This design comes from an exercise in tuning for small area, a short achievable clock period and few clock cycles per item on the open sky130 flow, not from production work. RTL that was checked went through simulation tests only; none was proved equivalent to the original. For runs 1 and 2, only the layout was checked, not whether the RTL still works.

==> flow/run.sh <==
#!/bin/bash
# synth_recipe.tcl (not shown) runs the flow's synth.tcl, then flattens the netlist and writes it again
# the make line also repeats each setting of config.mk as NAME=value (left out here)
make -C /OpenROAD-flow-scripts/flow DESIGN_CONFIG=/design/flow/config.mk WORK_HOME=/design/flow/orfs CLKGATE_MAP_FILE= SYNTH_SCRIPT=/design/flow/synth_recipe.tcl finish
==> flow/config.mk <==
export PLATFORM = sky130hd
export DESIGN_NAME = IOTDF
export DESIGN_NICKNAME = IOTDF
export VERILOG_FILES = /design/flow/design.v
export SDC_FILE = /design/flow/constraint.sdc
export NUM_CORES = 4
export LEC_CHECK = 0
export CAP_MARGIN = 20
export CORE_MARGIN = 2
export CORE_UTILIZATION = 40
export SETUP_SLACK_MARGIN = 4.0
export SLEW_MARGIN = 20
==> flow/constraint.sdc <==
create_clock -name core_clock -period 6.0 [get_ports {clk}]
set_input_delay 1.2000 -clock core_clock [delete_from_list [all_inputs] [get_ports {clk}]]
set_output_delay 1.2000 -clock core_clock [all_outputs]
set_load 0.01 [all_outputs]
==> flow/design.v <==
`timescale 1ns/10ps
module IOTDF( clk, rst, in_en, iot_in, fn_sel, busy, valid, iot_out);
input          clk;
input          rst;
input          in_en;
input  [7:0]   iot_in;
input  [2:0]   fn_sel;
output         busy;
output         valid;
output [127:0] iot_out;
    reg        v_r;           
    reg  [7:0] x_r;
    reg  [1:0] f_r;           
    reg  [3:0] cnt;           
    reg        ld;            
    reg  [1:0] ldf;           
    reg  [2:0] crc;           
    reg  [4:0] rnd;           
    reg        valid_r;
    reg        enc;           
    reg  [127:0] ir;
    reg  [55:0] kreg;         
    reg  [7:0]  par;          
    reg  [63:0] lr;           
    wire ld_des = ldf[0] ^ ldf[1];
    wire ld_enc = ldf == 2'b01;
    wire ld_crc = ldf == 2'b11;
    reg busy_r;
    assign busy = busy_r;
    assign valid = valid_r;
    wire take = in_en & ~busy_r;
    wire [3:0] cnt_nx = cnt + {3'd0, v_r};
    wire [4:0] rnd_nx = ld ? (ld_des ? 5'd16 : 5'd0) : (rnd != 5'd0) ? rnd - 5'd1 : 5'd0;
    wire is16_nx = take ? (cnt_nx == 4'd14) : (cnt_nx == 4'd15);
    always @(posedge clk or posedge rst) begin
        if (rst) begin
            v_r <= 1'b0;
            busy_r <= 1'b0;
        end else begin
            v_r <= take;
            busy_r <= is16_nx & (rnd_nx > 5'd2);
        end
    end
    always @(posedge clk) begin
        x_r <= iot_in;
        f_r <= fn_sel[1:0];
    end
    wire smode = (f_r == 2'b00);
    wire cmode = (f_r == 2'b11);
    wire [7:0] xe = cmode ? 8'd0 : x_r;
    wire [7:0] ib0 = ir[7:0];
    wire [7:0] ib1 = ir[15:8];
    wire [7:0] ib2 = ir[23:16];
    wire [7:0] ib3 = ir[31:24];
    wire [7:0] ib4 = ir[39:32];
    wire [7:0] ib5 = ir[47:40];
    wire [7:0] ib6 = ir[55:48];
    wire [7:0] ib7 = ir[63:56];
    wire [7:0] ib8 = ir[71:64];
    wire [7:0] ib9 = ir[79:72];
    wire [7:0] ib10 = ir[87:80];
    wire [7:0] ib11 = ir[95:88];
    wire [7:0] ib12 = ir[103:96];
    wire [7:0] ib13 = ir[111:104];
    wire [7:0] ib14 = ir[119:112];
    wire [7:0] ib15 = ir[127:120];
    wire [7:0] xs = {xe[6], xe[7], xe[4], xe[5], xe[2], xe[3], xe[0], xe[1]};
    wire [7:0] cv0 = {ib0[6], ib0[7], ib0[4], ib0[5], ib0[2], ib0[3], ib0[0], ib0[1]};
    wire [7:0] cv1 = {ib1[6], ib1[7], ib1[4], ib1[5], ib1[2], ib1[3], ib1[0], ib1[1]};
    wire [7:0] cv2 = {ib2[6], ib2[7], ib2[4], ib2[5], ib2[2], ib2[3], ib2[0], ib2[1]};
    wire [7:0] cv3 = {ib3[6], ib3[7], ib3[4], ib3[5], ib3[2], ib3[3], ib3[0], ib3[1]};
    wire [7:0] cv4 = {ib4[6], ib4[7], ib4[4], ib4[5], ib4[2], ib4[3], ib4[0], ib4[1]};
    wire [7:0] cv5 = {ib5[6], ib5[7], ib5[4], ib5[5], ib5[2], ib5[3], ib5[0], ib5[1]};
    wire [7:0] cv6 = {ib6[6], ib6[7], ib6[4], ib6[5], ib6[2], ib6[3], ib6[0], ib6[1]};
    wire [7:0] cv7 = {ib7[6], ib7[7], ib7[4], ib7[5], ib7[2], ib7[3], ib7[0], ib7[1]};
    wire [7:0] cv8 = ib8;
    wire [7:0] cv9 = ib9;
    wire [7:0] cv10 = ib10;
    wire [7:0] cv11 = ib11;
    wire [7:0] cv12 = ib12;
    wire [7:0] cv13 = ib13;
    wire [7:0] cv14 = ib14;
    wire [7:0] cv15 = ib15;
    wire [15:0] c;
    assign c[0] = v_r & (~smode | 1'b1 | (cv0 < x_r));
    assign c[1] = v_r & (~smode | (cnt < 4'd15) | (cv1 < x_r));
    assign c[2] = v_r & (~smode | (cnt < 4'd14) | (cv2 < x_r));
    assign c[3] = v_r & (~smode | (cnt < 4'd13) | (cv3 < x_r));
    assign c[4] = v_r & (~smode | (cnt < 4'd12) | (cv4 < x_r));
    assign c[5] = v_r & (~smode | (cnt < 4'd11) | (cv5 < x_r));
    assign c[6] = v_r & (~smode | (cnt < 4'd10) | (cv6 < x_r));
    assign c[7] = v_r & (~smode | (cnt < 4'd9) | (cv7 < x_r));
    assign c[8] = v_r & (~smode | (cnt < 4'd8) | (cv8 < x_r));
    assign c[9] = v_r & (~smode | (cnt < 4'd7) | (cv9 < x_r));
    assign c[10] = v_r & (~smode | (cnt < 4'd6) | (cv10 < x_r));
    assign c[11] = v_r & (~smode | (cnt < 4'd5) | (cv11 < x_r));
    assign c[12] = v_r & (~smode | (cnt < 4'd4) | (cv12 < x_r));
    assign c[13] = v_r & (~smode | (cnt < 4'd3) | (cv13 < x_r));
    assign c[14] = v_r & (~smode | (cnt < 4'd2) | (cv14 < x_r));
    assign c[15] = v_r & (~smode | (cnt < 4'd1) | (cv15 < x_r));
    wire [127:0] ir_n;
    assign ir_n[7:0] = c[1] ? ib1 : xs;
    assign ir_n[15:8] = c[2] ? ib2 : xs;
    assign ir_n[23:16] = c[3] ? ib3 : xs;
    assign ir_n[31:24] = c[4] ? ib4 : xs;
    assign ir_n[39:32] = c[5] ? ib5 : xs;
    assign ir_n[47:40] = c[6] ? ib6 : xs;
    assign ir_n[55:48] = c[7] ? ib7 : xs;
    assign ir_n[63:56] = c[8] ? (smode ? {ib8[6], ib8[7], ib8[4], ib8[5], ib8[2], ib8[3], ib8[0], ib8[1]} : ib8) : xs;
    assign ir_n[71:64] = c[9] ? ib9 : xe;
    assign ir_n[79:72] = c[10] ? ib10 : xe;
    assign ir_n[87:80] = c[11] ? ib11 : xe;
    assign ir_n[95:88] = c[12] ? ib12 : xe;
    assign ir_n[103:96] = c[13] ? ib13 : xe;
    assign ir_n[111:104] = c[14] ? ib14 : xe;
    assign ir_n[119:112] = c[15] ? ib15 : xe;
    assign ir_n[127:120] = xe;
    integer i;
    function [2:0] mulx;
        input [2:0] a;
        mulx = {a[1] ^ a[2], a[0], a[2]};
    endfunction
    function [2:0] bmod;
        input [7:0] bt;
        integer i;
        begin
            bmod = 3'd0;
            for (i = 7; i >= 0; i = i - 1) bmod = mulx(bmod) ^ {2'b0, bt[i]};
        end
    endfunction
    wire [2:0] crc_prev = (cnt == 4'd0) ? 3'd0 : mulx(mulx(mulx(mulx(mulx(mulx(crc))))));
    wire [2:0] crc_n = crc_prev ^ mulx(mulx(mulx(mulx(bmod(x_r)))));
    always @(posedge clk or posedge rst) begin
        if (rst) begin
            cnt <= 4'd0;
            ld <= 1'b0;
        end else begin
            cnt <= cnt_nx;
            ld <= v_r & (cnt == 4'd15);
        end
    end
    always @(posedge clk) begin
        if (v_r) crc <= crc_n;
        for (i = 0; i < 16; i = i + 1)
            if (c[i]) ir[8*i +: 8] <= ir_n[8*i +: 8];
        if (v_r & (cnt == 4'd15)) ldf <= f_r;
    end
    wire [63:0] dlo = {ir[63:4], ir[3] | (ld_crc & crc[2]), ir[2], ir[1] | (ld_crc & crc[0]), ir[0] | (ld_crc & crc[1])};
    wire [63:0] dhi = ir[127:64];
    wire [63:0] ip_d = {dlo[6], dlo[14], dlo[22], dlo[30], dlo[38], dlo[46], dlo[54], dlo[62], dlo[4], dlo[12], dlo[20], dlo[28], dlo[36], dlo[44], dlo[52], dlo[60], dlo[2], dlo[10], dlo[18], dlo[26], dlo[34], dlo[42], dlo[50], dlo[58], dlo[0], dlo[8], dlo[16], dlo[24], dlo[32], dlo[40], dlo[48], dlo[56], dlo[7], dlo[15], dlo[23], dlo[31], dlo[39], dlo[47], dlo[55], dlo[63], dlo[5], dlo[13], dlo[21], dlo[29], dlo[37], dlo[45], dlo[53], dlo[61], dlo[3], dlo[11], dlo[19], dlo[27], dlo[35], dlo[43], dlo[51], dlo[59], dlo[1], dlo[9], dlo[17], dlo[25], dlo[33], dlo[41], dlo[49], dlo[57]};
    wire [55:0] pc1_d = {dhi[7], dhi[15], dhi[23], dhi[31], dhi[39], dhi[47], dhi[55], dhi[63], dhi[6], dhi[14], dhi[22], dhi[30], dhi[38], dhi[46], dhi[54], dhi[62], dhi[5], dhi[13], dhi[21], dhi[29], dhi[37], dhi[45], dhi[53], dhi[61], dhi[4], dhi[12], dhi[20], dhi[28], dhi[1], dhi[9], dhi[17], dhi[25], dhi[33], dhi[41], dhi[49], dhi[57], dhi[2], dhi[10], dhi[18], dhi[26], dhi[34], dhi[42], dhi[50], dhi[58], dhi[3], dhi[11], dhi[19], dhi[27], dhi[35], dhi[43], dhi[51], dhi[59], dhi[36], dhi[44], dhi[52], dhi[60]};
    wire [7:0] par_d = {dhi[56], dhi[48], dhi[40], dhi[32], dhi[24], dhi[16], dhi[8], dhi[0]};
    wire [31:0] L = lr[63:32];
    wire [31:0] R = lr[31:0];
    wire [47:0] K = {kreg[42], kreg[39], kreg[45], kreg[32], kreg[55], kreg[51], kreg[53], kreg[28], kreg[41], kreg[50], kreg[35], kreg[46], kreg[33], kreg[37], kreg[44], kreg[52], kreg[30], kreg[48], kreg[40], kreg[49], kreg[29], kreg[36], kreg[43], kreg[54], kreg[15], kreg[4], kreg[25], kreg[19], kreg[9], kreg[1], kreg[26], kreg[16], kreg[5], kreg[11], kreg[23], kreg[8], kreg[12], kreg[7], kreg[17], kreg[0], kreg[22], kreg[3], kreg[10], kreg[14], kreg[6], kreg[20], kreg[27], kreg[24]};
    wire [47:0] ER = {R[0], R[31], R[30], R[29], R[28], R[27], R[28], R[27], R[26], R[25], R[24], R[23], R[24], R[23], R[22], R[21], R[20], R[19], R[20], R[19], R[18], R[17], R[16], R[15], R[16], R[15], R[14], R[13], R[12], R[11], R[12], R[11], R[10], R[9], R[8], R[7], R[8], R[7], R[6], R[5], R[4], R[3], R[4], R[3], R[2], R[1], R[0], R[31]};
    wire [47:0] SX = ER ^ K;
    wire [31:0] SO;
    sbox1 u_s1 (.a(SX[47:42]), .y(SO[31:28]));
    sbox2 u_s2 (.a(SX[41:36]), .y(SO[27:24]));
    sbox3 u_s3 (.a(SX[35:30]), .y(SO[23:20]));
    sbox4 u_s4 (.a(SX[29:24]), .y(SO[19:16]));
    sbox5 u_s5 (.a(SX[23:18]), .y(SO[15:12]));
    sbox6 u_s6 (.a(SX[17:12]), .y(SO[11:8]));
    sbox7 u_s7 (.a(SX[11:6]), .y(SO[7:4]));
    sbox8 u_s8 (.a(SX[5:0]), .y(SO[3:0]));
    wire [31:0] F = {SO[16], SO[25], SO[12], SO[11], SO[3], SO[20], SO[4], SO[15], SO[31], SO[17], SO[9], SO[6], SO[27], SO[14], SO[1], SO[22], SO[30], SO[24], SO[8], SO[18], SO[0], SO[5], SO[29], SO[23], SO[13], SO[19], SO[2], SO[26], SO[10], SO[21], SO[28], SO[7]};
    wire [55:0] km = ld ? pc1_d : kreg;
    wire [27:0] kc = km[55:28];
    wire [27:0] kd = km[27:0];
    wire [55:0] k_l1 = {kc[26:0], kc[27], kd[26:0], kd[27]};
    wire [55:0] k_l2 = {kc[25:0], kc[27:26], kd[25:0], kd[27:26]};
    wire [55:0] k_r1 = {kc[0], kc[27:1], kd[0], kd[27:1]};
    wire [55:0] k_r2 = {kc[1:0], kc[27:2], kd[1:0], kd[27:2]};
    wire single = (rnd == 5'd16) | (rnd == 5'd9) | (rnd == 5'd2);
    wire last = (rnd == 5'd1);
    wire s_id = ld ? ~ld_enc : last & enc;
    wire s_l1 = ld ? ld_enc : ~last & single & enc;
    wire s_r1 = ~ld & (last | single) & ~enc;
    wire s_l2 = ~ld & ~single & ~last & enc;
    wire s_r2 = ~ld & ~single & ~last & ~enc;
    wire [55:0] k_n = ({56{s_id}} & km) | ({56{s_l1}} & k_l1) | ({56{s_l2}} & k_l2) |
                      ({56{s_r1}} & k_r1) | ({56{s_r2}} & k_r2);
    always @(posedge clk or posedge rst) begin
        if (rst) begin
            rnd <= 5'd0;
            valid_r <= 1'b0;
        end else begin
            rnd <= rnd_nx;
            valid_r <= (ld & ~ld_des) | (rnd == 5'd1);
        end
    end
    always @(posedge clk) begin
        kreg <= k_n;
        lr <= ld ? ip_d : {R, L ^ F};
        if (ld) begin
            par <= par_d;
            enc <= ld_enc;
        end
    end
    wire [63:0] okey = {kreg[48], kreg[40], kreg[32], kreg[0], kreg[4], kreg[12], kreg[20], par[7], kreg[49], kreg[41], kreg[33], kreg[1], kreg[5], kreg[13], kreg[21], par[6], kreg[50], kreg[42], kreg[34], kreg[2], kreg[6], kreg[14], kreg[22], par[5], kreg[51], kreg[43], kreg[35], kreg[3], kreg[7], kreg[15], kreg[23], par[4], kreg[52], kreg[44], kreg[36], kreg[28], kreg[8], kreg[16], kreg[24], par[3], kreg[53], kreg[45], kreg[37], kreg[29], kreg[9], kreg[17], kreg[25], par[2], kreg[54], kreg[46], kreg[38], kreg[30], kreg[10], kreg[18], kreg[26], par[1], kreg[55], kreg[47], kreg[39], kreg[31], kreg[11], kreg[19], kreg[27], par[0]};
    wire [63:0] rl = {R, L};
    wire [63:0] odat = {rl[24], rl[56], rl[16], rl[48], rl[8], rl[40], rl[0], rl[32], rl[25], rl[57], rl[17], rl[49], rl[9], rl[41], rl[1], rl[33], rl[26], rl[58], rl[18], rl[50], rl[10], rl[42], rl[2], rl[34], rl[27], rl[59], rl[19], rl[51], rl[11], rl[43], rl[3], rl[35], rl[28], rl[60], rl[20], rl[52], rl[12], rl[44], rl[4], rl[36], rl[29], rl[61], rl[21], rl[53], rl[13], rl[45], rl[5], rl[37], rl[30], rl[62], rl[22], rl[54], rl[14], rl[46], rl[6], rl[38], rl[31], rl[63], rl[23], rl[55], rl[15], rl[47], rl[7], rl[39]};
    assign iot_out = {okey, odat};
endmodule
module sbox1(input [5:0] a, output reg [3:0] y);
    always @(*) begin
        case (a)
            6'd0: y = 4'd14;
            6'd1: y = 4'd0;
            6'd2: y = 4'd4;
            6'd3: y = 4'd15;
            6'd4: y = 4'd13;
            6'd5: y = 4'd7;
            6'd6: y = 4'd1;
            6'd7: y = 4'd4;
            6'd8: y = 4'd2;
            6'd9: y = 4'd14;
            6'd10: y = 4'd15;
            6'd11: y = 4'd2;
            6'd12: y = 4'd11;
            6'd13: y = 4'd13;
            6'd14: y = 4'd8;
            6'd15: y = 4'd1;
            6'd16: y = 4'd3;
            6'd17: y = 4'd10;
            6'd18: y = 4'd10;
            6'd19: y = 4'd6;
            6'd20: y = 4'd6;
            6'd21: y = 4'd12;
            6'd22: y = 4'd12;
            6'd23: y = 4'd11;
            6'd24: y = 4'd5;
            6'd25: y = 4'd9;
            6'd26: y = 4'd9;
            6'd27: y = 4'd5;
            6'd28: y = 4'd0;
            6'd29: y = 4'd3;
            6'd30: y = 4'd7;
            6'd31: y = 4'd8;
            6'd32: y = 4'd4;
            6'd33: y = 4'd15;
            6'd34: y = 4'd1;
            6'd35: y = 4'd12;
            6'd36: y = 4'd14;
            6'd37: y = 4'd8;
            6'd38: y = 4'd8;
            6'd39: y = 4'd2;
            6'd40: y = 4'd13;
            6'd41: y = 4'd4;
            6'd42: y = 4'd6;
            6'd43: y = 4'd9;
            6'd44: y = 4'd2;
            6'd45: y = 4'd1;
            6'd46: y = 4'd11;
            6'd47: y = 4'd7;
            6'd48: y = 4'd15;
            6'd49: y = 4'd5;
            6'd50: y = 4'd12;
            6'd51: y = 4'd11;
            6'd52: y = 4'd9;
            6'd53: y = 4'd3;
            6'd54: y = 4'd7;
            6'd55: y = 4'd14;
            6'd56: y = 4'd3;
            6'd57: y = 4'd10;
            6'd58: y = 4'd10;
            6'd59: y = 4'd0;
            6'd60: y = 4'd5;
            6'd61: y = 4'd6;
            6'd62: y = 4'd0;
            6'd63: y = 4'd13;
        endcase
    end
endmodule
module sbox2(input [5:0] a, output reg [3:0] y);
    always @(*) begin
        case (a)
            6'd0: y = 4'd15;
            6'd1: y = 4'd3;
            6'd2: y = 4'd1;
            6'd3: y = 4'd13;
            6'd4: y = 4'd8;
            6'd5: y = 4'd4;
            6'd6: y = 4'd14;
            6'd7: y = 4'd7;
            6'd8: y = 4'd6;
            6'd9: y = 4'd15;
            6'd10: y = 4'd11;
            6'd11: y = 4'd2;
            6'd12: y = 4'd3;
            6'd13: y = 4'd8;
            6'd14: y = 4'd4;
            6'd15: y = 4'd14;
            6'd16: y = 4'd9;
            6'd17: y = 4'd12;
            6'd18: y = 4'd7;
            6'd19: y = 4'd0;
            6'd20: y = 4'd2;
            6'd21: y = 4'd1;
            6'd22: y = 4'd13;
            6'd23: y = 4'd10;
            6'd24: y = 4'd12;
            6'd25: y = 4'd6;
            6'd26: y = 4'd0;
            6'd27: y = 4'd9;
            6'd28: y = 4'd5;
            6'd29: y = 4'd11;
            6'd30: y = 4'd10;
            6'd31: y = 4'd5;
            6'd32: y = 4'd0;
            6'd33: y = 4'd13;
            6'd34: y = 4'd14;
            6'd35: y = 4'd8;
            6'd36: y = 4'd7;
            6'd37: y = 4'd10;
            6'd38: y = 4'd11;
            6'd39: y = 4'd1;
            6'd40: y = 4'd10;
            6'd41: y = 4'd3;
            6'd42: y = 4'd4;
            6'd43: y = 4'd15;
            6'd44: y = 4'd13;
            6'd45: y = 4'd4;
            6'd46: y = 4'd1;
            6'd47: y = 4'd2;
            6'd48: y = 4'd5;
            6'd49: y = 4'd11;
            6'd50: y = 4'd8;
            6'd51: y = 4'd6;
            6'd52: y = 4'd12;
            6'd53: y = 4'd7;
            6'd54: y = 4'd6;
            6'd55: y = 4'd12;
            6'd56: y = 4'd9;
            6'd57: y = 4'd0;
            6'd58: y = 4'd3;
            6'd59: y = 4'd5;
            6'd60: y = 4'd2;
            6'd61: y = 4'd14;
            6'd62: y = 4'd15;
            6'd63: y = 4'd9;
        endcase
    end
endmodule
module sbox3(input [5:0] a, output reg [3:0] y);
    always @(*) begin
        case (a)
            6'd0: y = 4'd10;
            6'd1: y = 4'd13;
            6'd2: y = 4'd0;
            6'd3: y = 4'd7;
            6'd4: y = 4'd9;
            6'd5: y = 4'd0;
            6'd6: y = 4'd14;
            6'd7: y = 4'd9;
            6'd8: y = 4'd6;
            6'd9: y = 4'd3;
            6'd10: y = 4'd3;
            6'd11: y = 4'd4;
            6'd12: y = 4'd15;
            6'd13: y = 4'd6;
            6'd14: y = 4'd5;
            6'd15: y = 4'd10;
            6'd16: y = 4'd1;
            6'd17: y = 4'd2;
            6'd18: y = 4'd13;
            6'd19: y = 4'd8;
            6'd20: y = 4'd12;
            6'd21: y = 4'd5;
            6'd22: y = 4'd7;
            6'd23: y = 4'd14;
            6'd24: y = 4'd11;
            6'd25: y = 4'd12;
            6'd26: y = 4'd4;
            6'd27: y = 4'd11;
            6'd28: y = 4'd2;
            6'd29: y = 4'd15;
            6'd30: y = 4'd8;
            6'd31: y = 4'd1;
            6'd32: y = 4'd13;
            6'd33: y = 4'd1;
            6'd34: y = 4'd6;
            6'd35: y = 4'd10;
            6'd36: y = 4'd4;
            6'd37: y = 4'd13;
            6'd38: y = 4'd9;
            6'd39: y = 4'd0;
            6'd40: y = 4'd8;
            6'd41: y = 4'd6;
            6'd42: y = 4'd15;
            6'd43: y = 4'd9;
            6'd44: y = 4'd3;
            6'd45: y = 4'd8;
            6'd46: y = 4'd0;
            6'd47: y = 4'd7;
            6'd48: y = 4'd11;
            6'd49: y = 4'd4;
            6'd50: y = 4'd1;
            6'd51: y = 4'd15;
            6'd52: y = 4'd2;
            6'd53: y = 4'd14;
            6'd54: y = 4'd12;
            6'd55: y = 4'd3;
            6'd56: y = 4'd5;
            6'd57: y = 4'd11;
            6'd58: y = 4'd10;
            6'd59: y = 4'd5;
            6'd60: y = 4'd14;
            6'd61: y = 4'd2;
            6'd62: y = 4'd7;
            6'd63: y = 4'd12;
        endcase
    end
endmodule
module sbox4(input [5:0] a, output reg [3:0] y);
    always @(*) begin
        case (a)
            6'd0: y = 4'd7;
            6'd1: y = 4'd13;
            6'd2: y = 4'd13;
            6'd3: y = 4'd8;
            6'd4: y = 4'd14;
            6'd5: y = 4'd11;
            6'd6: y = 4'd3;
            6'd7: y = 4'd5;
            6'd8: y = 4'd0;
            6'd9: y = 4'd6;
            6'd10: y = 4'd6;
            6'd11: y = 4'd15;
            6'd12: y = 4'd9;
            6'd13: y = 4'd0;
            6'd14: y = 4'd10;
            6'd15: y = 4'd3;
            6'd16: y = 4'd1;
            6'd17: y = 4'd4;
            6'd18: y = 4'd2;
            6'd19: y = 4'd7;
            6'd20: y = 4'd8;
            6'd21: y = 4'd2;
            6'd22: y = 4'd5;
            6'd23: y = 4'd12;
            6'd24: y = 4'd11;
            6'd25: y = 4'd1;
            6'd26: y = 4'd12;
            6'd27: y = 4'd10;
            6'd28: y = 4'd4;
            6'd29: y = 4'd14;
            6'd30: y = 4'd15;
            6'd31: y = 4'd9;
            6'd32: y = 4'd10;
            6'd33: y = 4'd3;
            6'd34: y = 4'd6;
            6'd35: y = 4'd15;
            6'd36: y = 4'd9;
            6'd37: y = 4'd0;
            6'd38: y = 4'd0;
            6'd39: y = 4'd6;
            6'd40: y = 4'd12;
            6'd41: y = 4'd10;
            6'd42: y = 4'd11;
            6'd43: y = 4'd1;
            6'd44: y = 4'd7;
            6'd45: y = 4'd13;
            6'd46: y = 4'd13;
            6'd47: y = 4'd8;
            6'd48: y = 4'd15;
            6'd49: y = 4'd9;
            6'd50: y = 4'd1;
            6'd51: y = 4'd4;
            6'd52: y = 4'd3;
            6'd53: y = 4'd5;
            6'd54: y = 4'd14;
            6'd55: y = 4'd11;
            6'd56: y = 4'd5;
            6'd57: y = 4'd12;
            6'd58: y = 4'd2;
            6'd59: y = 4'd7;
            6'd60: y = 4'd8;
            6'd61: y = 4'd2;
            6'd62: y = 4'd4;
            6'd63: y = 4'd14;
        endcase
    end
endmodule
module sbox5(input [5:0] a, output reg [3:0] y);
    always @(*) begin
        case (a)
            6'd0: y = 4'd2;
            6'd1: y = 4'd14;
            6'd2: y = 4'd12;
            6'd3: y = 4'd11;
            6'd4: y = 4'd4;
            6'd5: y = 4'd2;
            6'd6: y = 4'd1;
            6'd7: y = 4'd12;
            6'd8: y = 4'd7;
            6'd9: y = 4'd4;
            6'd10: y = 4'd10;
            6'd11: y = 4'd7;
            6'd12: y = 4'd11;
            6'd13: y = 4'd13;
            6'd14: y = 4'd6;
            6'd15: y = 4'd1;
            6'd16: y = 4'd8;
            6'd17: y = 4'd5;
            6'd18: y = 4'd5;
            6'd19: y = 4'd0;
            6'd20: y = 4'd3;
            6'd21: y = 4'd15;
            6'd22: y = 4'd15;
            6'd23: y = 4'd10;
            6'd24: y = 4'd13;
            6'd25: y = 4'd3;
            6'd26: y = 4'd0;
            6'd27: y = 4'd9;
            6'd28: y = 4'd14;
            6'd29: y = 4'd8;
            6'd30: y = 4'd9;
            6'd31: y = 4'd6;
            6'd32: y = 4'd4;
            6'd33: y = 4'd11;
            6'd34: y = 4'd2;
            6'd35: y = 4'd8;
            6'd36: y = 4'd1;
            6'd37: y = 4'd12;
            6'd38: y = 4'd11;
            6'd39: y = 4'd7;
            6'd40: y = 4'd10;
            6'd41: y = 4'd1;
            6'd42: y = 4'd13;
            6'd43: y = 4'd14;
            6'd44: y = 4'd7;
            6'd45: y = 4'd2;
            6'd46: y = 4'd8;
            6'd47: y = 4'd13;
            6'd48: y = 4'd15;
            6'd49: y = 4'd6;
            6'd50: y = 4'd9;
            6'd51: y = 4'd15;
            6'd52: y = 4'd12;
            6'd53: y = 4'd0;
            6'd54: y = 4'd5;
            6'd55: y = 4'd9;
            6'd56: y = 4'd6;
            6'd57: y = 4'd10;
            6'd58: y = 4'd3;
            6'd59: y = 4'd4;
            6'd60: y = 4'd0;
            6'd61: y = 4'd5;
            6'd62: y = 4'd14;
            6'd63: y = 4'd3;
        endcase
    end
endmodule
module sbox6(input [5:0] a, output reg [3:0] y);
    always @(*) begin
        case (a)
            6'd0: y = 4'd12;
            6'd1: y = 4'd10;
            6'd2: y = 4'd1;
            6'd3: y = 4'd15;
            6'd4: y = 4'd10;
            6'd5: y = 4'd4;
            6'd6: y = 4'd15;
            6'd7: y = 4'd2;
            6'd8: y = 4'd9;
            6'd9: y = 4'd7;
            6'd10: y = 4'd2;
            6'd11: y = 4'd12;
            6'd12: y = 4'd6;
            6'd13: y = 4'd9;
            6'd14: y = 4'd8;
            6'd15: y = 4'd5;
            6'd16: y = 4'd0;
            6'd17: y = 4'd6;
            6'd18: y = 4'd13;
            6'd19: y = 4'd1;
            6'd20: y = 4'd3;
            6'd21: y = 4'd13;
            6'd22: y = 4'd4;
            6'd23: y = 4'd14;
            6'd24: y = 4'd14;
            6'd25: y = 4'd0;
            6'd26: y = 4'd7;
            6'd27: y = 4'd11;
            6'd28: y = 4'd5;
            6'd29: y = 4'd3;
            6'd30: y = 4'd11;
            6'd31: y = 4'd8;
            6'd32: y = 4'd9;
            6'd33: y = 4'd4;
            6'd34: y = 4'd14;
            6'd35: y = 4'd3;
            6'd36: y = 4'd15;
            6'd37: y = 4'd2;
            6'd38: y = 4'd5;
            6'd39: y = 4'd12;
            6'd40: y = 4'd2;
            6'd41: y = 4'd9;
            6'd42: y = 4'd8;
            6'd43: y = 4'd5;
            6'd44: y = 4'd12;
            6'd45: y = 4'd15;
            6'd46: y = 4'd3;
            6'd47: y = 4'd10;
            6'd48: y = 4'd7;
            6'd49: y = 4'd11;
            6'd50: y = 4'd0;
            6'd51: y = 4'd14;
            6'd52: y = 4'd4;
            6'd53: y = 4'd1;
            6'd54: y = 4'd10;
            6'd55: y = 4'd7;
            6'd56: y = 4'd1;
            6'd57: y = 4'd6;
            6'd58: y = 4'd13;
            6'd59: y = 4'd0;
            6'd60: y = 4'd11;
            6'd61: y = 4'd8;
            6'd62: y = 4'd6;
            6'd63: y = 4'd13;
        endcase
    end
endmodule
module sbox7(input [5:0] a, output reg [3:0] y);
    always @(*) begin
        case (a)
            6'd0: y = 4'd4;
            6'd1: y = 4'd13;
            6'd2: y = 4'd11;
            6'd3: y = 4'd0;
            6'd4: y = 4'd2;
            6'd5: y = 4'd11;
            6'd6: y = 4'd14;
            6'd7: y = 4'd7;
            6'd8: y = 4'd15;
            6'd9: y = 4'd4;
            6'd10: y = 4'd0;
            6'd11: y = 4'd9;
            6'd12: y = 4'd8;
            6'd13: y = 4'd1;
            6'd14: y = 4'd13;
            6'd15: y = 4'd10;
            6'd16: y = 4'd3;
            6'd17: y = 4'd14;
            6'd18: y = 4'd12;
            6'd19: y = 4'd3;
            6'd20: y = 4'd9;
            6'd21: y = 4'd5;
            6'd22: y = 4'd7;
            6'd23: y = 4'd12;
            6'd24: y = 4'd5;
            6'd25: y = 4'd2;
            6'd26: y = 4'd10;
            6'd27: y = 4'd15;
            6'd28: y = 4'd6;
            6'd29: y = 4'd8;
            6'd30: y = 4'd1;
            6'd31: y = 4'd6;
            6'd32: y = 4'd1;
            6'd33: y = 4'd6;
            6'd34: y = 4'd4;
            6'd35: y = 4'd11;
            6'd36: y = 4'd11;
            6'd37: y = 4'd13;
            6'd38: y = 4'd13;
            6'd39: y = 4'd8;
            6'd40: y = 4'd12;
            6'd41: y = 4'd1;
            6'd42: y = 4'd3;
            6'd43: y = 4'd4;
            6'd44: y = 4'd7;
            6'd45: y = 4'd10;
            6'd46: y = 4'd14;
            6'd47: y = 4'd7;
            6'd48: y = 4'd10;
            6'd49: y = 4'd9;
            6'd50: y = 4'd15;
            6'd51: y = 4'd5;
            6'd52: y = 4'd6;
            6'd53: y = 4'd0;
            6'd54: y = 4'd8;
            6'd55: y = 4'd15;
            6'd56: y = 4'd0;
            6'd57: y = 4'd14;
            6'd58: y = 4'd5;
            6'd59: y = 4'd2;
            6'd60: y = 4'd9;
            6'd61: y = 4'd3;
            6'd62: y = 4'd2;
            6'd63: y = 4'd12;
        endcase
    end
endmodule
module sbox8(input [5:0] a, output reg [3:0] y);
    always @(*) begin
        case (a)
            6'd0: y = 4'd13;
            6'd1: y = 4'd1;
            6'd2: y = 4'd2;
            6'd3: y = 4'd15;
            6'd4: y = 4'd8;
            6'd5: y = 4'd13;
            6'd6: y = 4'd4;
            6'd7: y = 4'd8;
            6'd8: y = 4'd6;
            6'd9: y = 4'd10;
            6'd10: y = 4'd15;
            6'd11: y = 4'd3;
            6'd12: y = 4'd11;
            6'd13: y = 4'd7;
            6'd14: y = 4'd1;
            6'd15: y = 4'd4;
            6'd16: y = 4'd10;
            6'd17: y = 4'd12;
            6'd18: y = 4'd9;
            6'd19: y = 4'd5;
            6'd20: y = 4'd3;
            6'd21: y = 4'd6;
            6'd22: y = 4'd14;
            6'd23: y = 4'd11;
            6'd24: y = 4'd5;
            6'd25: y = 4'd0;
            6'd26: y = 4'd0;
            6'd27: y = 4'd14;
            6'd28: y = 4'd12;
            6'd29: y = 4'd9;
            6'd30: y = 4'd7;
            6'd31: y = 4'd2;
            6'd32: y = 4'd7;
            6'd33: y = 4'd2;
            6'd34: y = 4'd11;
            6'd35: y = 4'd1;
            6'd36: y = 4'd4;
            6'd37: y = 4'd14;
            6'd38: y = 4'd1;
            6'd39: y = 4'd7;
            6'd40: y = 4'd9;
            6'd41: y = 4'd4;
            6'd42: y = 4'd12;
            6'd43: y = 4'd10;
            6'd44: y = 4'd14;
            6'd45: y = 4'd8;
            6'd46: y = 4'd2;
            6'd47: y = 4'd13;
            6'd48: y = 4'd0;
            6'd49: y = 4'd15;
            6'd50: y = 4'd6;
            6'd51: y = 4'd12;
            6'd52: y = 4'd10;
            6'd53: y = 4'd9;
            6'd54: y = 4'd13;
            6'd55: y = 4'd0;
            6'd56: y = 4'd15;
            6'd57: y = 4'd3;
            6'd58: y = 4'd3;
            6'd59: y = 4'd5;
            6'd60: y = 4'd5;
            6'd61: y = 4'd6;
            6'd62: y = 4'd8;
            6'd63: y = 4'd11;
        endcase
    end
endmodule
==> results.toml, run 1 <==
[grt]
grt_start_max_net_pins = 114
antenna_violations_before_repair = 0
grt_pass1_wl_um = 119000
groute.usage.overall_pct = 29.1
globalRoute.totalOverflow = 0
vias_in_the_first_global_route = 19076

[floorplan]
chipHeight_um = 232
placement_rows = 83
die_x_um = 232
io_pins = 144
core_region_um2 = 51300
initial_core_utilization_pct = 40.5
floorplan.die_area_um2 = 53800

[timing]
setup_total_negative_slack_ns = 0
final_min_period_over_clock_period_pct = 43.2
clock_skew_ns = 0.0151
timing.final.ws_setup_ns = 3.41
timing.slew.headroom_pct = 25.9
final_max_slew_viol_count = 0
hold_viol_final = 0
unrepaired_setup_endpoints_after_global_routing = "true"
setup_violations = 0
period_minus_slack_ns = 2.59
worst_slew_pin_slew_ns = 1.11
max_freq_mhz = 386

[synthesis]
synth.yosys.seq_area_share_pct = 34.6
synth_area_leaders = "sky130_fd_sc_hd__edfxtp_1 (21%), sky130_fd_sc_hd__dfxtp_1 (13%), sky130_fd_sc_hd__ha_1 (10%)"
postSynthRegisterBits = 285
number_of_warnings_printed_during_yosys_synthesis = 9
post_synth_inst_count = 2059
synth_enable_flop_cells = 142
synth.lib_cells_used.distinct = 81
yosys.area.top_type_share_pct = 20.5
synth-async-reset-ratio_pct = 4.56
postSynthAreaPerCell_um2 = 10.1
postSynth.topFlopCell = "sky130_fd_sc_hd__edfxtp_1"
mappedNetlistArea_um2 = 20800
yosys.area.top_type = "sky130_fd_sc_hd__edfxtp_1"
syn_nets = 2242

[worst_setup_path]
setup.worst_path.start_class = "flop"
logic_depth_of_the_worst_register_to_register_path = 7
worstSetupPathType = "flop to flop"
worstPathRequired_ns = 6.43
path_max_fanout = 6
critical-path-slowest-cell = "sky130_fd_sc_hd__mux4_2"
worst-endpoint-arrival_ns = 3.02
cpPeakStageDelay_ns = 0.58
timing.critical_path.to_type = "flop"
crit_path_cell_trace = "xor2_4 -> inv_4 -> ha_4 -> mux4_2 -> mux4_2 -> xor2_1 -> mux2_2"
timing.critical_path.mode_cell = "sky130_fd_sc_hd__mux4_2"
r2r_setup_slack_ns = 3.41

[cells_and_area]
share_of_cells_above_drive_strength_1_pct = 50.1
fin_nets = 2755
layout-area-overhead-vs-synth_pct = 51.3
seqCellArea_um2 = 7610
area_of_the_multi_input_gates_um2 = 15700
filler_cell_count = 4058
antenna_cells = 0

[routing]
detailedRoute.firstIterationViolations = 1929
postRouteWirelength_um = 82700
drt-vias-per-instance = 6.06
ant_nets = 0
drt-pass1-iter-count = 6
top_layer_used = "met4"
detailed_route_wire_length_per_cell_um = 25.2
drc = 0
met3_length_um = 5660
route.vias.total = 19874
wl_met2_um = 39600
met1_length_um = 33700

[cts]
cts.htree.levels = 2
cts_max_path_buffers = 3
worst_setup_hold_path_clk_slew_ns = 0.06
cts_buffers = 36
tritoncts_num_sinks = 285
cts_hold_buf = 0
tritoncts = "yes"
later_pin_clock_latency_in_the_skew_report_ns = 0.55
root_buffer = "sky130_fd_sc_hd__clkbuf_16"

[hold_path]
hp-class = "flop to flop"
hold-path-cell-count = 1

[place]
place_worst_setup_slack_ns = 2.67
gp_congestion = 0.882
placement.io_buffers = 142
hpwlAfterDp_um = 48900

[outcome]
status = "finished clean"

[job]
drv.max_cap_violation_count = 0
## through the flow
stage               utilization, %  hold slack (ns)  cell area [um^2]  std cells
floorplan                        -            0.420             21700       2059
global placement              45.9            0.488             23500       2774
detailed placement            45.9            0.481             23500       2774
CTS                           57.7            0.494             29600       3184
global route                  61.3            0.485             31500       3280
finish                        61.3            0.477             31500       3280
## final cells by class
cell class                 count  share of cell area [%]
sequential                   285                    24.2
inverter                      53                   0.855
tap                          680                    2.71
multi-input combinational   1609                    49.8
clock buffer                  49                    3.15
clock inverter                17                   0.473
timing repair buffer         587                    18.8
## cell families (layout without fill, tap and decap cells)
logic type      Yosys count  after routing  share of synthesized area, %
compound gates          566            568                          19.5
simple gates            431            444                          9.71
mux                     279            279                          15.7
flops                   285            285                          34.6
fa+ha+maj               169            169                          10.2
xor+xnor                148            149                          6.91
buf+inv                 181            706                          3.43
## cell usage after synthesis (7+ instances only)
library cell,n
sky130_fd_sc_hd__o21ai_0,76
sky130_fd_sc_hd__nand3_1,36
sky130_fd_sc_hd__a311oi_1,9
sky130_fd_sc_hd__mux4_2,20
sky130_fd_sc_hd__xor2_2,8
sky130_fd_sc_hd__a2111oi_0,8
sky130_fd_sc_hd__nor2b_1,64
sky130_fd_sc_hd__xnor2_1,69
sky130_fd_sc_hd__xor2_1,62
sky130_fd_sc_hd__nor3_1,44
sky130_fd_sc_hd__buf_2,20
sky130_fd_sc_hd__a211oi_1,37
sky130_fd_sc_hd__nor2_1,128
sky130_fd_sc_hd__o31ai_1,10
sky130_fd_sc_hd__o211ai_1,34
sky130_fd_sc_hd__nand2_1,110
sky130_fd_sc_hd__clkbuf_1,96
sky130_fd_sc_hd__a31oi_1,16
sky130_fd_sc_hd__mux2_2,175
sky130_fd_sc_hd__dfxtp_1,130
sky130_fd_sc_hd__nand2b_1,21
sky130_fd_sc_hd__inv_1,50
sky130_fd_sc_hd__xnor2_2,7
sky130_fd_sc_hd__a21oi_1,133
sky130_fd_sc_hd__buf_1,9
sky130_fd_sc_hd__edfxtp_1,142
sky130_fd_sc_hd__a211o_1,59
sky130_fd_sc_hd__o21a_1,13
sky130_fd_sc_hd__o221ai_1,63
sky130_fd_sc_hd__dfrtp_1,13
sky130_fd_sc_hd__ha_1,169
sky130_fd_sc_hd__mux2i_1,84
sky130_fd_sc_hd__a21o_1,30
## what timing repair did
action	CTS	global route
cloned	14	6
setup buffers	330	90
setup endpoints to repair	472	459
gates resized for setup	1101	212
pin swaps	121	144
## flip-flops by register name, summed over array words and instances, names as in the netlist
name	flops
cnt	4
ir	128
ldf	2
crc	3
v_r	1
enc	1
rnd	5
valid_r	1
busy_r	1
par	8
ld	1
lr	64
kreg	56
f_r	2
x_r	8
## worst max-delay path, delay by kind of cell, from the launching register on
kind / cells / cell delay, ns
buffers and inverters: 1 / 0.10
muxes: 3 / 1.29
adders and majority gates: 1 / 0.20
DFF: 1 / 0.41
xor gates and xnor gates: 2 / 0.48
## placed cells by master, fill, tap and decap left out, types with 49 or more instances in the layout
cell / n
sky130_fd_sc_hd__edfxtp_1: 142
sky130_fd_sc_hd__dfxtp_4: 102
sky130_fd_sc_hd__buf_12: 52
sky130_fd_sc_hd__mux2_2: 149
sky130_fd_sc_hd__a211o_1: 59
sky130_fd_sc_hd__xnor2_1: 50
sky130_fd_sc_hd__ha_1: 122
sky130_fd_sc_hd__a21oi_1: 103
sky130_fd_sc_hd__buf_4: 306
sky130_fd_sc_hd__o221ai_1: 49
sky130_fd_sc_hd__nor2b_1: 61
sky130_fd_sc_hd__nor2_1: 89
sky130_fd_sc_hd__nand2_1: 108
sky130_fd_sc_hd__buf_6: 196
sky130_fd_sc_hd__mux2i_1: 82
## layer usage
layer	up-vias	global-route usage, %
met5	-	0
met4	0	11.7
met3	191	3.60
met2	911	48.7
met1	9899	38.1
li1	8873	-
## path summary, 6_finish.rpt
path / from / to
max in group asynchronous: rst / ld$_DFF_PP0_
worst max-delay path: lr[7]$_DFF_P_ / lr[21]$_DFF_P_
min in group asynchronous: rst / rnd[1]$_DFF_PP0_
worst max register to register: lr[7]$_DFF_P_ / lr[21]$_DFF_P_
worst min register to register: busy_r$_DFF_PP0_ / v_r$_DFF_PP0_
worst min-delay path: busy_r$_DFF_PP0_ / v_r$_DFF_PP0_
==> run 2, diff against run 1 <==
--- a/flow/config.mk
+++ b/flow/config.mk
@@ -7,6 +7,7 @@
 export LEC_CHECK = 0
 export CAP_MARGIN = 20
 export CORE_MARGIN = 2
-export CORE_UTILIZATION = 40
-export SETUP_SLACK_MARGIN = 4.0
+export CORE_UTILIZATION = 65
+export PLACE_DENSITY = 0.75
+export SETUP_SLACK_MARGIN = 3.0
 export SLEW_MARGIN = 20
==> run 2 against run 1 <==
Net effect:
- still clean
- count of clock-buffer cells in the layout down 7
- fmax down 16%
- synthesized cell count unchanged
- sequential share of layout area up 5.6 points
- critical endpoint is now ir[114]$_DFFE_PP_
- highest routed layer is now met5
==> results.toml, run 2 <==
[synthesis]
post-synth-top-count-cell = "sky130_fd_sc_hd__mux2_2"
yosys.area.top_type = "sky130_fd_sc_hd__edfxtp_1"
synth_enable_flop_cells = 142
yosys.area.top_type_share_pct = 20.5
mappedNetlistArea_um2 = 20800
synth.lib_cells_used.distinct = 81
postSynth.topFlopCell = "sky130_fd_sc_hd__edfxtp_1"
synth.yosys.seq_area_share_pct = 34.6
synth-async-reset-ratio_pct = 4.56
synth_commonest_cells = "sky130_fd_sc_hd__mux2_2 (175), sky130_fd_sc_hd__ha_1 (169), sky130_fd_sc_hd__edfxtp_1 (142)"
post_synth_inst_count = 2059
number_of_warnings_printed_during_yosys_synthesis = 9
postSynthRegisterBits = 285
synth_area_leaders = "sky130_fd_sc_hd__edfxtp_1 (21%), sky130_fd_sc_hd__dfxtp_1 (13%), sky130_fd_sc_hd__ha_1 (10%)"
syn_nets = 2242
postSynthAreaPerCell_um2 = 10.1

[timing]
max_freq_mhz = 326
worst_slew_pin_slew_ns = 1.14
timing.final.ws_setup_ns = 2.93
final_min_period_over_clock_period_pct = 51.2
period_minus_slack_ns = 3.07
setup_violations = 0
unrepaired_setup_endpoints_after_global_routing = "true"
timing.hold.ws_ns = 0.468
setup_total_negative_slack_ns = 0
hold_viol_final = 0
final_max_slew_viol_count = 0
clock_skew_ns = 0.0208
timing.slew.headroom_pct = 23.6

[worst_setup_path]
cpPeakStageDelay_ns = 0.39
worstReg2RegEnd = "ir[114]$_DFFE_PP_"
setup.worst_path.start_class = "flop"
r2r_setup_slack_ns = 2.93
timing.critical_path.mode_cell = "sky130_fd_sc_hd__buf_4"
critical-path-slowest-cell = "sky130_fd_sc_hd__dfxtp_2"
timing.critical_path.to_type = "flop"
worstSetupPathType = "flop to flop"
logic_depth_of_the_worst_register_to_register_path = 11
critical_path.top_delay_family = "compound AO/OA/AOI/OAI gates"
worst-endpoint-arrival_ns = 3.38
worstReg2RegStart = "x_r[1]$_DFF_P_"
cp_num_buf_inv = 4
path_max_fanout = 9
crit_path_cell_trace = "clkinvlp_4 -> buf_4 -> buf_4 -> ha_1 -> a21o_1 -> a21o_1 -> a21oi_1 -> nor2b_1 -> o31ai_4 -> buf_4 -> mux2_2"
worstPathRequired_ns = 6.31

[cells_and_area]
seqCellArea_um2 = 7230
layout_top_registers = "ir: 128 flops, lr: 64 flops, kreg: 56 flops"
fin_nets = 2374
top_register = "ir"
area_of_the_multi_input_gates_um2 = 13300
finalInstanceArea_um2 = 24300
most_used_cells_in_the_layout_excluding_fill_and_tap_cells = "sky130_fd_sc_hd__mux2_2 (175), sky130_fd_sc_hd__ha_1 (166), sky130_fd_sc_hd__edfxtp_1 (142), sky130_fd_sc_hd__clkdlybuf4s50_1 (142), sky130_fd_sc_hd__a21oi_1 (133)"
filler_cell_count = 2084
largest_register_ffs = 128
layout-area-overhead-vs-synth_pct = 17.0
finish.cell_count_without_fillers = 2618
layout.cells.most_common = "sky130_fd_sc_hd__mux2_2"
share_of_cells_above_drive_strength_1_pct = 19.0
finalCoreUtilization_pct = 77.0

[cts]
worst_setup_hold_path_clk_slew_ns = 0.06
later_pin_clock_latency_in_the_skew_report_ns = 0.57
cts_max_path_buffers = 3
cts_buffers = 30
tritoncts = "yes"
root_buffer = "sky130_fd_sc_hd__clkbuf_16"
cts_hold_buf = 0
cts.htree.levels = 1
tritoncts_num_sinks = 285

[floorplan]
chipHeight_um = 183
io_pins = 144
core_region_um2 = 31600
die_x_um = 183
floorplan.die_area_um2 = 33400
initial_core_utilization_pct = 65.9
placement_rows = 65

[routing]
postRouteWirelength_um = 64100
drt-vias-per-instance = 6.81
detailed_route_wire_length_per_cell_um = 24.5
detailedRoute.firstIterationViolations = 1880
ant_nets = 0
route.vias.total = 17837
drt-pass1-iter-count = 6
drc = 0

[place]
place.detailed.instances = 2504
placement.io_buffers = 142
gp_congestion = 0.917
place_worst_setup_slack_ns = 2.43
place_area_um2 = 22400
hpwlAfterDp_um = 44300

[grt]
grt_pass1_wl_um = 97100
grt_start_max_net_pins = 115
globalRoute.totalOverflow = 0
antenna_violations_before_repair = 2
vias_in_the_first_global_route = 17048
groute.usage.overall_pct = 37.2

[outcome]
status = "finished clean"

[hold_path]
hold-path-cell-count = 2
hp-class = "flop to flop"
timing.hold.worst.start = "ir[7]$_DFFE_PP_"
holdPathEnd = "lr[31]$_DFF_P_"

[job]
drv.max_cap_violation_count = 0
==> run 2: cell counts after synthesis <==
No cell type changed its count.
==> run 2: tightest hold or removal path, delay by kind of cell (launching register included) <==
| family | cells | cell delay, ns |
|---|---|---|
| AO/OA/AOI/OAI | 1 | 0.06 |
| AND/OR/NAND/NOR | 1 | 0.05 |
| flip-flops | 1 | 0.32 |
==> run 2: cell type report <==
class	count	area share, %
clock buffer	42	3.49
timing repair buffer	228	8.95
clock inverter	14	0.278
multi-input combinational	1593	54.6
sequential	285	29.8
inverter	53	0.880
tap	402	2.07
antenna	1	0.0103
==> run 2: worst max path at each step <==
stage,startpoint,endpoint,slack (ns),cells after the start
after floorplan,lr[27]$_DFF_P_,lr[23]$_DFF_P_,3.12,10
after global placement,x_r[1]$_DFF_P_,ir[88]$_DFFE_PP_,2.47,8
after detailed placement,x_r[1]$_DFF_P_,ir[94]$_DFFE_PP_,2.43,8
after CTS,lr[19]$_DFF_P_,iot_out[36],2.98,1
after global routing,x_r[1]$_DFF_P_,ir[116]$_DFFE_PP_,2.88,11
final,x_r[1]$_DFF_P_,ir[114]$_DFFE_PP_,2.93,11
==> run 2: layer usage <==
metal,GRT usage (%),share of wire (%),up-vias
li1,-,-,8061
met1,48.8,39,8596
met2,61.4,48,994
met3,6.41,9.2,184
met4,15.2,4.2,2
met5,0,0.017,-
==> run 2: timing repair <==
| action | 4_1_cts | 5_1_grt |
|---|---|---|
| endpoints found under the setup margin | 253 | 112 |
| setup buffers | 43 | 13 |
| gates resized for setup | 42 | 39 |
| pin swaps | 12 | 1 |
==> run 2: cells by family after synthesis <==
| logic type | after synthesis | synth area share (%) |
|---|---|---|
| buffers and inverters | 181 | 3.43 |
| AND/OR/NAND/NOR | 431 | 9.71 |
| multiplexers | 279 | 15.7 |
| adder cells (fa/ha/maj) | 169 | 10.2 |
| XOR/XNOR | 148 | 6.91 |
| AO/OA/AOI/OAI | 566 | 19.5 |
| flip-flops | 285 | 34.6 |
==> run 3, diff against run 2 <==
--- a/flow/design.v
+++ b/flow/design.v
@@ -9,7 +9,8 @@
 output         valid;
 output [127:0] iot_out;
     reg        v_r;           
-    reg  [7:0] x_r;
+    reg  [7:0] x_r;           
+    reg  [7:0] xe;            
     reg  [1:0] f_r;           
     reg  [3:0] cnt;           
     reg        ld;            
@@ -43,11 +44,11 @@
     end
     always @(posedge clk) begin
         x_r <= iot_in;
+        xe <= (fn_sel[1:0] == 2'b11) ? 8'd0 : iot_in;
         f_r <= fn_sel[1:0];
     end
     wire smode = (f_r == 2'b00);
     wire cmode = (f_r == 2'b11);
-    wire [7:0] xe = cmode ? 8'd0 : x_r;
     wire [7:0] ib0 = ir[7:0];
     wire [7:0] ib1 = ir[15:8];
     wire [7:0] ib2 = ir[23:16];
@@ -81,23 +82,28 @@
     wire [7:0] cv13 = ib13;
     wire [7:0] cv14 = ib14;
     wire [7:0] cv15 = ib15;
+    function lt8;
+        input [7:0] a;
+        input [7:0] b;
+        lt8 = (a[7:4] < b[7:4]) | ((a[7:4] == b[7:4]) & (a[3:0] < b[3:0]));
+    endfunction
     wire [15:0] c;
-    assign c[0] = v_r & (~smode | 1'b1 | (cv0 < x_r));
-    assign c[1] = v_r & (~smode | (cnt < 4'd15) | (cv1 < x_r));
-    assign c[2] = v_r & (~smode | (cnt < 4'd14) | (cv2 < x_r));
-    assign c[3] = v_r & (~smode | (cnt < 4'd13) | (cv3 < x_r));
-    assign c[4] = v_r & (~smode | (cnt < 4'd12) | (cv4 < x_r));
-    assign c[5] = v_r & (~smode | (cnt < 4'd11) | (cv5 < x_r));
-    assign c[6] = v_r & (~smode | (cnt < 4'd10) | (cv6 < x_r));
-    assign c[7] = v_r & (~smode | (cnt < 4'd9) | (cv7 < x_r));
-    assign c[8] = v_r & (~smode | (cnt < 4'd8) | (cv8 < x_r));
-    assign c[9] = v_r & (~smode | (cnt < 4'd7) | (cv9 < x_r));
-    assign c[10] = v_r & (~smode | (cnt < 4'd6) | (cv10 < x_r));
-    assign c[11] = v_r & (~smode | (cnt < 4'd5) | (cv11 < x_r));
-    assign c[12] = v_r & (~smode | (cnt < 4'd4) | (cv12 < x_r));
-    assign c[13] = v_r & (~smode | (cnt < 4'd3) | (cv13 < x_r));
-    assign c[14] = v_r & (~smode | (cnt < 4'd2) | (cv14 < x_r));
-    assign c[15] = v_r & (~smode | (cnt < 4'd1) | (cv15 < x_r));
+    assign c[0] = v_r & (~smode | 1'b1 | lt8(cv0, x_r));
+    assign c[1] = v_r & (~smode | (cnt < 4'd15) | lt8(cv1, x_r));
+    assign c[2] = v_r & (~smode | (cnt < 4'd14) | lt8(cv2, x_r));
+    assign c[3] = v_r & (~smode | (cnt < 4'd13) | lt8(cv3, x_r));
+    assign c[4] = v_r & (~smode | (cnt < 4'd12) | lt8(cv4, x_r));
+    assign c[5] = v_r & (~smode | (cnt < 4'd11) | lt8(cv5, x_r));
+    assign c[6] = v_r & (~smode | (cnt < 4'd10) | lt8(cv6, x_r));
+    assign c[7] = v_r & (~smode | (cnt < 4'd9) | lt8(cv7, x_r));
+    assign c[8] = v_r & (~smode | (cnt < 4'd8) | lt8(cv8, x_r));
+    assign c[9] = v_r & (~smode | (cnt < 4'd7) | lt8(cv9, x_r));
+    assign c[10] = v_r & (~smode | (cnt < 4'd6) | lt8(cv10, x_r));
+    assign c[11] = v_r & (~smode | (cnt < 4'd5) | lt8(cv11, x_r));
+    assign c[12] = v_r & (~smode | (cnt < 4'd4) | lt8(cv12, x_r));
+    assign c[13] = v_r & (~smode | (cnt < 4'd3) | lt8(cv13, x_r));
+    assign c[14] = v_r & (~smode | (cnt < 4'd2) | lt8(cv14, x_r));
+    assign c[15] = v_r & (~smode | (cnt < 4'd1) | lt8(cv15, x_r));
     wire [127:0] ir_n;
     assign ir_n[7:0] = c[1] ? ib1 : xs;
     assign ir_n[15:8] = c[2] ? ib2 : xs;
--- a/flow/config.mk
+++ b/flow/config.mk
@@ -7,7 +7,6 @@
 export LEC_CHECK = 0
 export CAP_MARGIN = 20
 export CORE_MARGIN = 2
-export CORE_UTILIZATION = 65
-export PLACE_DENSITY = 0.75
-export SETUP_SLACK_MARGIN = 3.0
+export CORE_UTILIZATION = 40
+export SETUP_SLACK_MARGIN = 3.2
 export SLEW_MARGIN = 20
==> run 3 against run 2 <==
Net effect:
- utilization fell by 28 points
- largest cell class unchanged
- wire length rose by 15%
- non-clock buffer count fell by 11
- critical endpoint is now iot_out[50]
==> results.toml, run 3 <==
[place]
place.detailed.instances = 2830
hpwlAfterDp_um = 52300
placement.io_buffers = 142
gp_congestion = 0.895

[synthesis]
synth_commonest_cells = "sky130_fd_sc_hd__ha_1 (169), sky130_fd_sc_hd__nand2_1 (163), sky130_fd_sc_hd__mux2_2 (161)"
post-synth-top-count-cell = "sky130_fd_sc_hd__ha_1"
mappedNetlistArea_um2 = 21400
synth.yosys.seq_area_share_pct = 34.3
postSynthRegisterBits = 293
synth-async-reset-ratio_pct = 4.44
synth_area_leaders = "sky130_fd_sc_hd__edfxtp_1 (20%), sky130_fd_sc_hd__dfxtp_1 (13%), sky130_fd_sc_hd__ha_1 (9.9%)"
postSynthAreaPerCell_um2 = 10.3
syn_nets = 2267
synth_enable_flop_cells = 142
number_of_warnings_printed_during_yosys_synthesis = 9
yosys.area.top_type_share_pct = 19.9
postSynth.topFlopCell = "sky130_fd_sc_hd__edfxtp_1"
post_synth_inst_count = 2084
synth.lib_cells_used.distinct = 78
yosys.area.top_type = "sky130_fd_sc_hd__edfxtp_1"

[worst_setup_path]
worstSetupPathType = "flop to output pin"
path_max_fanout = 4
worstPathRequired_ns = 4.80
logic_depth_of_the_worst_register_to_register_path = 10
crit_cells = 1
cpPeakStageDelay_ns = 0.62
worst-endpoint-arrival_ns = 1.62
critical-path-slowest-cell = "sky130_fd_sc_hd__clkdlybuf4s50_1"
timing.critical_path.to_type = "output pin"
crit_path_cell_trace = "clkdlybuf4s50_1"
critical_path.top_delay_family = "buffers and inverters"
cp_num_buf_inv = 1
setup.worst_path.start_class = "flop"

[grt]
grt.met2_usage_pct = 42.4
grt_start_max_net_pins = 87
globalRoute.totalOverflow = 0
groute.usage.overall_pct = 25.8
grt_pass1_wl_um = 110000
vias_in_the_first_global_route = 17310
globalRouteMet1Util_pct = 34.5
global_routing_usage_on_met3_pct = 4.03
antenna_violations_before_repair = 5
global_route.peak_usage_layer = "met2"

[cts]
root_buffer = "sky130_fd_sc_hd__clkbuf_16"
cts_max_path_buffers = 3
tritoncts = "yes"
cts.htree.levels = 2
tritoncts_num_sinks = 293
later_pin_clock_latency_in_the_skew_report_ns = 0.54
worst_setup_hold_path_clk_slew_ns = 0.06
cts_buffers = 36

[cells_and_area]
fin_nets = 2409
top_register = "ir"
seqCellArea_um2 = 7580
most_used_cells_in_the_layout_excluding_fill_and_tap_cells = "sky130_fd_sc_hd__nand2_1 (163), sky130_fd_sc_hd__ha_1 (163), sky130_fd_sc_hd__mux2_2 (161)"
share_of_cells_above_drive_strength_1_pct = 23.4
largest_register_ffs = 128
finish.cell_count_without_fillers = 2941
filler_cell_count = 4734
layout-area-overhead-vs-synth_pct = 21.4
area_of_the_multi_input_gates_um2 = 13900
layout_top_registers = "ir: 128 flops, lr: 64 flops, kreg: 56 flops"

[floorplan]
placement_rows = 84
floorplan.die_area_um2 = 55400
io_pins = 144
initial_core_utilization_pct = 40.6
chipHeight_um = 235
die_x_um = 235
core_region_um2 = 52800

[timing]
final_max_slew_viol_count = 0
unrepaired_setup_endpoints_after_global_routing = "true"
period_minus_slack_ns = 2.82
final_min_period_over_clock_period_pct = 47.1
timing.slew.headroom_pct = 25.0
setup_violations = 0
worst_slew_pin_slew_ns = 1.12
max_freq_mhz = 354
setup_total_negative_slack_ns = 0
hold_viol_final = 0
clock_skew_ns = 0.0152

[hold_path]
hp-class = "flop to flop"
hold-path-cell-count = 0

[routing]
route.vias.total = 17913
postRouteWirelength_um = 73400
drc = 0
detailedRoute.firstIterationViolations = 1627
drt-pass1-iter-count = 7
ant_nets = 0
drt-vias-per-instance = 6.09
detailed_route_wire_length_per_cell_um = 25.0

[job]
drv.max_cap_violation_count = 0

[outcome]
status = "finished clean"
==> run 3: cell count changes in the layout (fill, tap and decap cells not counted), moves of 26 or more <==
cell,delta
sky130_fd_sc_hd__nand2_1,+53
sky130_fd_sc_hd__a211o_1,-52
sky130_fd_sc_hd__a21oi_1,-35
sky130_fd_sc_hd__dfxtp_1,-46
sky130_fd_sc_hd__dfxtp_4,+49
sky130_fd_sc_hd__inv_1,+26
sky130_fd_sc_hd__o211ai_1,+42
sky130_fd_sc_hd__mux2i_1,+48
sky130_fd_sc_hd__nor2_1,-56
==> run 3: worst paths after layout <==
kind,from,to,slack (ns)
setup / recovery,lr[9]$_DFF_P_,iot_out[50],3.18
hold reg to reg,f_r[0]$_DFF_P_,ldf[0]$_DFFE_PP_,0.45
hold / removal,f_r[0]$_DFF_P_,ldf[0]$_DFFE_PP_,0.45
max in group asynchronous,rst,ld$_DFF_PP0_,4.58
setup reg to reg,x_r[1]$_DFF_P_,ir[23]$_DFFE_PP_,3.27
min in group asynchronous,rst,ld$_DFF_PP0_,1.02
==> run 3: layout make-up <==
type,instances,share of cell area (%)
diodes,1,0.00962
clock buffers,51,4.16
clock inverters,13,0.423
inverters,96,1.55
repair buffers,217,7.92
flip-flops and latches,293,29.1
well taps,688,3.31
multi-input cells,1582,53.5
==> run 3: per-layer routing <==
metal / part of all wire [%] / vias to the layer above
li1: - / 8173
met1: 42 / 8914
met2: 47 / 705
met3: 7.5 / 121
met4: 3.4 / 0
met5: 0 / -
==> run 3: worst reg2reg max path, cell delays in order (launching register included) <==
cell and delay, ns:
sky130_fd_sc_hd__dfxtp_4 0.37, sky130_fd_sc_hd__clkinvlp_4 0.09, sky130_fd_sc_hd__buf_4 0.16, sky130_fd_sc_hd__buf_4 0.17
sky130_fd_sc_hd__ha_1 0.30, sky130_fd_sc_hd__a21o_1 0.18, sky130_fd_sc_hd__a21o_1 0.18, sky130_fd_sc_hd__a211oi_1 0.38
sky130_fd_sc_hd__o41ai_4 0.12, sky130_fd_sc_hd__buf_4 0.23, sky130_fd_sc_hd__mux2_2 0.30
==> run 3: kinds of logic (layout without fill, tap and decap cells) <==
group	after synthesis	after routing	share of synthesized area [%]
and+or+nand+nor	471	471	10.7
muxes	337	337	19.0
DFF	293	293	34.3
xor gates and xnor gates	129	129	5.95
adders and majority gates	169	169	9.87
AOI/OAI and AO/OA	473	476	16.3
other	0	1	0
buffers and inverters	212	377	3.84
==> run 3: what timing repair did <==
action,CTS,global route
hold buffers,0,0
cloned,1,2
resized for setup,193,51
setup endpoints to repair,352,298
pin swaps,7,18
setup buffers,24,19
==> run 3: stage by stage <==
step | hold WS (ns) | worst slack (ns) | utilization (%) | area (um^2)
finish | 0.448 | 3.18 | 49.3 | 26000
detailed placement | 0.440 | 2.45 | 44.7 | 23600
CTS | 0.445 | 3.12 | 48.4 | 25500
floorplan | 0.422 | 3.27 | - | 21400
global placement | 0.433 | 2.40 | 44.6 | 23600
global route | 0.460 | 3.16 | 49.3 | 26000
Testbench counts of run 3, summed over its fixed seeds: cycles 16,979, blocks 1,024.

## afterwards: timing with drivers on the ports
The results above use ideal ports. As a check the final layouts listed here were re-extracted and re-timed, cells and wires unchanged.
Step 1 (the two cells are an assumption about what drives the block):
set clk [get_ports {clk}]
set_driving_cell -lib_cell sky130_fd_sc_hd__clkbuf_16 $clk
set_driving_cell -lib_cell sky130_fd_sc_hd__buf_2 [delete_from_list [all_inputs] $clk]
Step 2 times the ports against the registers' clock, not the clock port: input delays grow and output delays shrink by t, the midpoint of the rising clock arrivals with the driver on.
Three values: no drivers, after step 1, after step 2; two values: the first two.
run	t (ns)	setup WS [ns]	worst setup path at the end	clock arrival spread, ns	worst register clock-pin slew, ns
run 1	0.603	3.410 / 3.410 / 3.410	register to register	0.016 / 0.017	0.07 / 0.07
run 2	0.614	2.931 / 2.931 / 2.931	register to register	0.022 / 0.022	0.07 / 0.07
run 3	0.591	3.177 / 3.121 / 3.266	register to register	0.017 / 0.016	0.06 / 0.06
After both steps every run listed still meets setup and hold.
